From an optimization exercise on the open Yosys and OpenROAD flow, aimed at small area, a short achievable clock period and few clock cycles per item; shortcuts taken in it are not production practice.

// multiply
module multiply (clk, prod, fin, mcand, mplier, reset);
	input clk, reset;
	output [63:0] prod;
	output fin;
	input [31:0] mcand, mplier;
	reg first;		 
	reg [1:0] cnt;		 
	reg [32:0] S, C;	 
	reg [11:0] lx, ly;	 
	reg cin;		 
	reg [5:0] e1, e2;	 
	reg [23:0] sh;	 
	assign fin = (cnt == 3);
	wire [35:0] mpx = {4'd0, mplier};
	wire ld = first;	 
	wire [12:0] nxt = ld ? mpx[23:11] : sh[23:11];	 
	wire [32:0] a = S & {33{~ld}} | {1'b1, 32'd0} & {33{ld}};
	wire [32:0] b = C & {33{~ld}};
	wire [33:0] m1 = {2'b00, mcand};
	wire [33:0] m2 = {1'b0, mcand, 1'b0};
	wire [2:0] f0 = {mplier[1], mplier[0], 1'b0};
	wire [2:0] q0 = nxt[2:0];
	wire fs1_0, fs2_0;
	benc ue0 (f0, fs1_0, fs2_0);
	wire s1_0 = e1[0] | first & fs1_0;
	wire s2_0 = e2[0] | first & fs2_0;
	wire ng0 = first ? mplier[1] : sh[1];
	wire [33:0] r0 = (({34{s1_0}} & m1) | ({34{s2_0}} & m2)) ^ {34{ng0}};
	wire [2:0] f1 = {mplier[3], mplier[2], mplier[1]};
	wire [2:0] q1 = nxt[4:2];
  ...
Size: about 130 flip-flops.
export LEC_CHECK = 0
export CAP_MARGIN = 20
export CORE_MARGIN = 2
export CORE_UTILIZATION = 55
export PLACE_DENSITY = 0.75
export SETUP_SLACK_MARGIN = 0.5
export SLEW_MARGIN = 20
export SYNTH_HIERARCHICAL = 1
export SYNTH_MINIMUM_KEEP_SIZE = 0
create_clock -name core_clock -period 4.5 [get_ports {clk}]
standard.sh (not shown) runs the stock make flow with config.mk's settings and CLKGATE_MAP_FILE= SYNTH_SCRIPT=/design/flow/synth_recipe.tcl, a recipe that flattens the netlist after the stock synthesis.
==> flow/flow/run.sh <==
#!/bin/bash
# Standard layout, but with plain buffers on the ports instead of delay cells.
export BUFFER_PORTS_ARGS="-buffer_cell sky130_fd_sc_hd__buf_2"
bash standard.sh > standard.log 2>&1
Edit:
--- a/flow/design.v
+++ b/flow/design.v
@@ -8,18 +8,17 @@
 	reg [32:0] S, C;	 
 	reg [11:0] lx, ly;	 
 	reg cin;		 
 	reg [5:0] e1, e2;	 
 	reg [23:0] sh;	 
 	assign fin = (cnt == 3);
 	wire [35:0] mpx = {4'd0, mplier};
-	wire ld = first;	 
-	wire [12:0] nxt = ld ? mpx[23:11] : sh[23:11];	 
-	wire [32:0] a = S & {33{~ld}} | {1'b1, 32'd0} & {33{ld}};
-	wire [32:0] b = C & {33{~ld}};
+	wire [12:0] nxt = first ? mpx[23:11] : sh[23:11];	 
+	wire [32:0] a = S & {33{~first}} | {1'b1, 32'd0} & {33{first}};
+	wire [32:0] b = C & {33{~first}};
 	wire [33:0] m1 = {2'b00, mcand};
 	wire [33:0] m2 = {1'b0, mcand, 1'b0};
 	wire [2:0] f0 = {mplier[1], mplier[0], 1'b0};
 	wire [2:0] q0 = nxt[2:0];
 	wire fs1_0, fs2_0;
 	benc ue0 (f0, fs1_0, fs2_0);
 	wire s1_0 = e1[0] | first & fs1_0;
@@ -540,28 +539,28 @@
 			cnt <= 0;
 		else if (cnt != 3)
 			cnt <= cnt + 1'b1;
 		S <= x[44:12];
 		C <= y[44:12];
 		lx <= x[11:0];
 		ly <= y[11:0];
-		cin <= low[12] & ~ld;
+		cin <= low[12] & ~first;
 		e1 <= reset ? 6'd0 : {q5[1] ^ q5[0], q4[1] ^ q4[0], q3[1] ^ q3[0], q2[1] ^ q2[0], q1[1] ^ q1[0], q0[1] ^ q0[0]};
-		e2 <= reset ? 6'd0 : {(q5[2] ^ q5[1]) & ~(q5[1] ^ q5[0]), (q4[2] ^ q4[1]) & ~(q4[1] ^ q4[0]), (q3[2] ^ q3[1]) & ~(q3[1] ^ q3[0]), (q2[2] ^ q2[1]) & ~(q2[1] ^ q2[0]), (q1[2] ^ q1[1]) & ~(q1[1] ^ q1[0]), (q0[2] ^ q0[1]) & ~(q0[1] ^ q0[0])};
-		sh <= ld ? mpx[35:12] : {low[11:0], sh[23:12]};
+		e2 <= reset ? 6'd0 : {(q5 == 3'b100) | (q5 == 3'b011), (q4 == 3'b100) | (q4 == 3'b011), (q3 == 3'b100) | (q3 == 3'b011), (q2 == 3'b100) | (q2 == 3'b011), (q1 == 3'b100) | (q1 == 3'b011), (q0 == 3'b100) | (q0 == 3'b011)};
+		sh <= first ? mpx[35:12] : {low[11:0], sh[23:12]};
 	end
 	wire [40:0] his = {S, lx, cin} + {C, ly, cin};
 	wire [39:0] hi = his[40:1];
 	assign prod = {hi, sh};
 endmodule
 module benc (g, s1, s2);
 	input [2:0] g;
 	output s1, s2;
 	assign s1 = g[1] ^ g[0];
-	assign s2 = (g[2] ^ g[1]) & ~(g[1] ^ g[0]);
+	assign s2 = (g == 3'b100) | (g == 3'b011);
 endmodule
 module fa (a, b, c, s, co);
 	input a, b, c;
 	output s, co;
 	assign s = a ^ b ^ c;
 	assign co = (a & b) | (a & c) | (b & c);
 endmodule
Setup slack improved by 120 ps.
Area after synthesis drops by 0.31%.
Via count drops by 6.3%.
Routed wire length drops by 6.0%.
Critical path depth climbs by 2.
Clock skew barely changes.
No functional check of the RTL was part of any run of this note.

static timing again, ports no longer ideal:
No port has a modelled driver above. Below, the same layouts with a new extraction and two added sets of constraints. Step 1 assumes that a clkbuf_16 drives the clock port and a buf_2 every other input. Step 2 times the ports against the registers' clock, not the clock port: input delays grow and output delays shrink by t, the midpoint of the rising clock arrivals with the driver on. a / b / c = ideal ports / drivers / drivers and shift; a / b = the first two.
run	t, ns	setup WS [ns]	cell pins on the clock port's net
the first run	0.479	0.454 / 0.404 / 0.213	1
the second run	0.473	0.575 / 0.545 / 0.128	1
After both steps every run listed still meets setup and hold. The setup slack of the second run, which loses most, moves by -0.030 ns with the drivers and by -0.447 ns with both steps.
